What follows belongs to an exercise in optimizing a design on an open flow for small area and a short achievable clock period; a production flow would make more cautious choices. At most, simulation tests tie the RTL to the original design; equivalence was not proved.

## build 95
==> flow/design.v (excerpt) <==
module FFT_TOB (
  input  wire signed [15:0] Input_re,
  input  wire signed [15:0] Input_Im,
  input  wire               cordic_Valid,
  input  wire               clk,
  input  wire               rst,
  output wire signed [15:0] Output_FFT_Re,
  output wire signed [15:0] Output_FFT_Im,
  output wire               Data_Valid
);
Size: roughly 630 flip-flops, ~68 I/O pins, ~0.037 sq mm of cells after synthesis.
==> flow/config.mk <==
export PLATFORM = sky130hd
export DESIGN_NAME = FFT_TOB
export DESIGN_NICKNAME = FFT_TOB
export VERILOG_FILES = /design/flow/design.v
export SDC_FILE = /design/flow/constraint.sdc
export NUM_CORES = 4
export LEC_CHECK = 0
export CAP_MARGIN = 20
export CORE_MARGIN = 2
export CORE_UTILIZATION = 40
export CTS_BUF_LIST = sky130_fd_sc_hd__clkbuf_8 sky130_fd_sc_hd__clkbuf_16
export CTS_CLUSTER_DIAMETER = 120
export CTS_CLUSTER_SIZE = 25
export SLEW_MARGIN = 20
export SETUP_SLACK_MARGIN = 13.7
==> flow/constraint.sdc <==
create_clock -name core_clock -period 27.0 [get_ports {clk}]
set_input_delay 5.4000 -clock core_clock [delete_from_list [all_inputs] [get_ports {clk}]]
set_output_delay 5.4000 -clock core_clock [all_outputs]
set_load 0.01 [all_outputs]
standard.sh (not shown) runs the stock make flow with config.mk's settings and CLKGATE_MAP_FILE= SYNTH_SCRIPT=/design/flow/synth_recipe.tcl, a recipe that flattens the netlist after the stock synthesis.
==> flow/flow/run.sh <==
#!/bin/bash
cp standard.sh standard_sh_copy.log
echo "export SETUP_SLACK_MARGIN = 13.7" >> config.mk
bash standard.sh > standard.log 2>&1
Build 95: done, clean on timing, DRC and antenna
Input changes introduced in build 18 (baseline for comparison: build 95):
Settings: CTS_BUF_LIST now sky130_fd_sc_hd__clkbuf_4, was sky130_fd_sc_hd__clkbuf_8 sky130_fd_sc_hd__clkbuf_16; CTS_CLUSTER_SIZE no longer set, was 25; SETUP_SLACK_MARGIN now 13.3, was 13.7; CTS_CLUSTER_DIAMETER no longer set, was 120.
-- flow/flow/run.sh --
<<< build 95, line 3
echo "export SETUP_SLACK_MARGIN = 13.7" >> config.mk
>>> build 18, line 3
echo "export SETUP_SLACK_MARGIN = 13.3" >> config.mk
## What came out
The flow did not stop early for build 18: all stages ran, and the layout cleared the timing, DRC and antenna checks. Between build 18 and build 95, it is build 18 whose multi-input combinational area share is lower, by 1.6 points. Diff build 95 -> build 18: wire length of the first global-routing pass higher, clock skew has increased. Build 18 ends up with a shortest period the worst path allows that is 0.14 ns higher than in build 95. Cell at the slowest stage of the critical path = clkdlybuf4s50_1: build 95; cell at the slowest stage of the critical path = fa_2: build 18.
## Diff of input files: build 89 against build 18
Settings: removing CTS_BUF_LIST (formerly sky130_fd_sc_hd__clkbuf_4).
Results
- Between build 89 and build 18, the clock-pin slew of the registers on the worst-case setup and hold paths figures differ only marginally.
- For the highest fanout seen on the critical path, build 89 came in 3 higher than build 18 did.
- Re worst setup slack: build 18 and build 89 aren't equal, and the higher value belongs to build 89.
- Average footprint of a synthesized cell came out exactly the same in build 18 and build 89.
- Diff build 18 and build 89: total routed wirelength higher in build 18
- Build 89 vs build 18: met2 wire length down slightly
- The highest attainable clock frequency number comes out higher for build 89 vs build 18.
- Clock skew ends up higher on build 18.
#### Input delta (build 53 over build 89)
Settings: CORE_UTILIZATION: 40 -> 65; CTS_CLUSTER_SIZE: unset -> 25; CTS_CLUSTER_DIAMETER: unset -> 120; CTS_BUF_LIST: unset -> sky130_fd_sc_hd__clkbuf_8 sky130_fd_sc_hd__clkbuf_16.
==> comparison <==
Routed length on met1 for build 53: about 0.7% down relative to build 89. Smallest setup slack after layout, build 53 and build 89: smaller value in build 89. Looking only at minimum period implied by the final worst setup slack, and setting everything else aside, the lower value of build 53 and build 89 goes to build 53. Between build 53 and build 89, it is build 53 whose count of antenna diodes in the layout is higher, by 1. Both conditions hold for build 53: the flow ran to the end and the final layout passed the timing, DRC and antenna checks. Between build 53 and build 89, the starting density of the core is lower for build 89.
Input changes introduced in build 28 (baseline for comparison: build 53):
Settings: CORE_UTILIZATION: 65 -> 40; SETUP_SLACK_MARGIN: 13.3 -> 13.1.
-- flow/flow/run.sh --
<<< build 53, line 3
echo "export SETUP_SLACK_MARGIN = 13.3" >> config.mk
>>> build 28, line 3
echo "export SETUP_SLACK_MARGIN = 13.1" >> config.mk
--- outcome ---
- Of the two values seen for highest routed metal layer, met4 was produced by build 53 and met5 by build 28.
- Per the comparison of build 28 with build 53, largest clock skew in the final design level; portion of the layout cell area used by clock cells level; global-route usage over all layers moved down; largest incremental delay on the critical path moved up.
- Post-CTS setup-driven buffer insertion count came out higher on build 28 than on build 53.
- Looking at critical path startpoint, the Input_re[3] result is from build 28; the Input_Im[11] one comes from build 53.
- Compared with build 53, in build 28 count of antenna-violating nets left after detailed routing comparable, wire length of the first global-routing pass shows a reduction of 3.6%.
The inputs of build 34 differ from those of build 28 as listed below.
Settings: removing CTS_BUF_LIST (formerly sky130_fd_sc_hd__clkbuf_8 sky130_fd_sc_hd__clkbuf_16); changing CORE_UTILIZATION from 40 to 65; removing CTS_CLUSTER_SIZE (formerly 25); changing SETUP_SLACK_MARGIN from 13.1 to 13.7; removing CTS_CLUSTER_DIAMETER (formerly 120).
-- flow/flow/run.sh --
<<< build 28, line 3
echo "export SETUP_SLACK_MARGIN = 13.1" >> config.mk
>>> build 34, line 3
echo "export SETUP_SLACK_MARGIN = 13.7" >> config.mk
Build 34 went all the way through synthesis, placement and routing and the layout is clean on timing, DRC and antenna. Taking build 28 as the reference, in build 34 count of inserted antenna diode cells grew by 3, critical path depth higher, highest achievable clock rate went up by 1.4%, summed area of non-filler cells in the final layout increased about 2.4%. Final critical delay including setup and external delays in build 34 vs build 28: down 0.19 ns. Build 34 reports a lower core area than build 28 does. Comparing build 34 with build 28, the worst hold slack came out essentially unchanged. Looking at weighted congestion at the end of routability-driven global placement across build 28 and build 34, the one that comes out lower is build 28.


## the reference run
FFT_TOB, a different RTL version from the one above (not shown whole).
Size in the first run: about 3,600 cells after synthesis, roughly 620 flip-flops, ~68 I/O pins, roughly 0.037 mm^2 of cells after synthesis.
clock: 27.0 ns
lec_check: 0
cap_margin: 20
core_margin: 2
core_utilization: 65
slew_margin: 20
setup_slack_margin: 13.8
==> flow/flow/run.sh <==
#!/bin/bash
cp standard.sh standard_sh_copy.log
echo "export SETUP_SLACK_MARGIN = 13.8" >> config.mk
bash standard.sh > standard.log 2>&1
Relative to the reference run, the following input files were edited for the trial run:
Settings: CORE_UTILIZATION changed from 65 to 40; SETUP_SLACK_MARGIN changed from 13.8 to 13.6.
==> flow/flow/run.sh <==
#!/bin/bash
cp standard.sh standard_sh_copy.log
echo "export SETUP_SLACK_MARGIN = 13.6" >> config.mk
bash standard.sh > standard.log 2>&1
Results
- The final layout from the trial run, which completed every stage, passed the timing, DRC and antenna checks at the end of the flow.
- The trial run against the reference run: worst setup slack picked up an extra 0.037 ns.
- The reference run → the trial run: total die area increased by about 60% relative to the old numbers.
- Comparing layout overhead on the synthesized area for the trial run and the reference run, the smaller number came from the reference run.
No run of this note included a check of the RTL's function; only the layout flow was run.


FFT_TOB with an RTL version that a note above also has.
For scale: roughly 3600 cells after synthesis, ~630 flip-flops, about 68 I/O pins.
Settings: LEC_CHECK=0, CAP_MARGIN=20, CORE_MARGIN=2, CORE_UTILIZATION=40, CTS_BUF_LIST=sky130_fd_sc_hd__clkbuf_8 sky130_fd_sc_hd__clkbuf_16, CTS_CLUSTER_DIAMETER=120, CTS_CLUSTER_SIZE=25, SLEW_MARGIN=20, SETUP_SLACK_MARGIN=13.5; clock period 27.0 ns.
==> flow/flow/run.sh <==
#!/bin/bash
cp standard.sh standard_sh_copy.log
echo "export SETUP_SLACK_MARGIN = 13.5" >> config.mk
bash standard.sh > standard.log 2>&1
The baseline produced a clean layout.
Then changed:
==> flow/flow/run.sh (replaced) <==
#!/bin/bash
cp standard.sh standard_sh_copy.log
echo "export SETUP_SLACK_MARGIN = 13.3" >> config.mk
bash standard.sh > standard.log 2>&1
--- a/flow/config.mk
+++ b/flow/config.mk
@@ -12,2 +12,2 @@
-export CTS_CLUSTER_DIAMETER = 120
-export CTS_CLUSTER_SIZE = 25
+export CTS_CLUSTER_DIAMETER = 130
+export CTS_CLUSTER_SIZE = 27
@@ -15 +15 @@
-export SETUP_SLACK_MARGIN = 13.5
+export SETUP_SLACK_MARGIN = 13.3
After rerunning: Final cell count hardly moves. Non-clock buffer count fell by 8. Die area is unchanged. Area after synthesis stays the same. Utilization goes down by 0.49 points. Wire length fell by 1.7%.
Then changed:
==> flow/run.sh (new file) <==
#!/bin/bash
# synth_recipe.tcl (not shown) runs the flow's synth.tcl, then flattens the netlist and writes it again
# the make line also repeats each setting of config.mk as NAME=value (left out here)
make -C /OpenROAD-flow-scripts/flow DESIGN_CONFIG=/design/flow/config.mk WORK_HOME=/design/flow/orfs CLKGATE_MAP_FILE= SYNTH_SCRIPT=/design/flow/synth_recipe.tcl finish
--- a/flow/config.mk
+++ b/flow/config.mk
@@ -10,4 +10 @@
-export CORE_UTILIZATION = 40
-export CTS_BUF_LIST = sky130_fd_sc_hd__clkbuf_8 sky130_fd_sc_hd__clkbuf_16
-export CTS_CLUSTER_DIAMETER = 130
-export CTS_CLUSTER_SIZE = 27
+export CORE_UTILIZATION = 65
@@ -15 +11,0 @@
-export SETUP_SLACK_MARGIN = 13.3
removed: flow/flow/run.sh
removed: flow/standard.sh
Worst hold slack gets worse by 0.010 ns.
Design area came out higher by 1.7%.
Sequential share of layout area shrinks by 0.55 points.

-- re-timing with driven ports --
No port has a modelled driver above. Below, the same layouts with a new extraction and two added sets of constraints.
Step 1: set_driving_cell puts a clkbuf_16 on clk and a buf_2 on each other input, an assumption about the parent block.
Step 2, shift: input delay + t, output delay - t, t = (earliest + latest rising clock arrival at the registers) / 2. This alone moves slack from input paths to output paths.
Three values: no drivers, after step 1, after step 2; two values: the first two.
run	t (ns)	setup WS [ns]	latest minus earliest clock arrival (ns)	pins driven straight from the clock port
build 95	0.693	13.422 / 13.394 / 13.394	0.041 / 0.041	1
build 18	1.034	13.284 / 13.220 / 13.317	0.091 / 0.091	1
build 89	0.660	13.353 / 13.318 / 13.318	0.040 / 0.040	1
build 53	0.684	13.387 / 13.358 / 13.328	0.037 / 0.038	1
build 28	0.674	13.210 / 13.116 / 13.116	0.041 / 0.040	1
build 34	0.682	13.403 / 13.338 / 13.501	0.038 / 0.037	1
the reference run	0.701	12.605 / 12.542 / 13.243	0.036 / 0.036	1
the trial run	0.694	12.642 / 12.579 / 13.273	0.045 / 0.044	1
the first run of note 3	0.694	13.466 / 13.444 / 13.289	0.038 / 0.039	1
the second run of note 3	0.673	13.344 / 13.306 / 13.318	0.033 / 0.033	1
the third run of note 3	0.698	11.849 / 11.788 / 12.485	0.038 / 0.037	1
After both steps setup and hold are still met in every run listed. For the first run of note 3, which loses most, drivers alone change the setup slack by -0.022 ns; drivers and shift together by -0.177 ns.
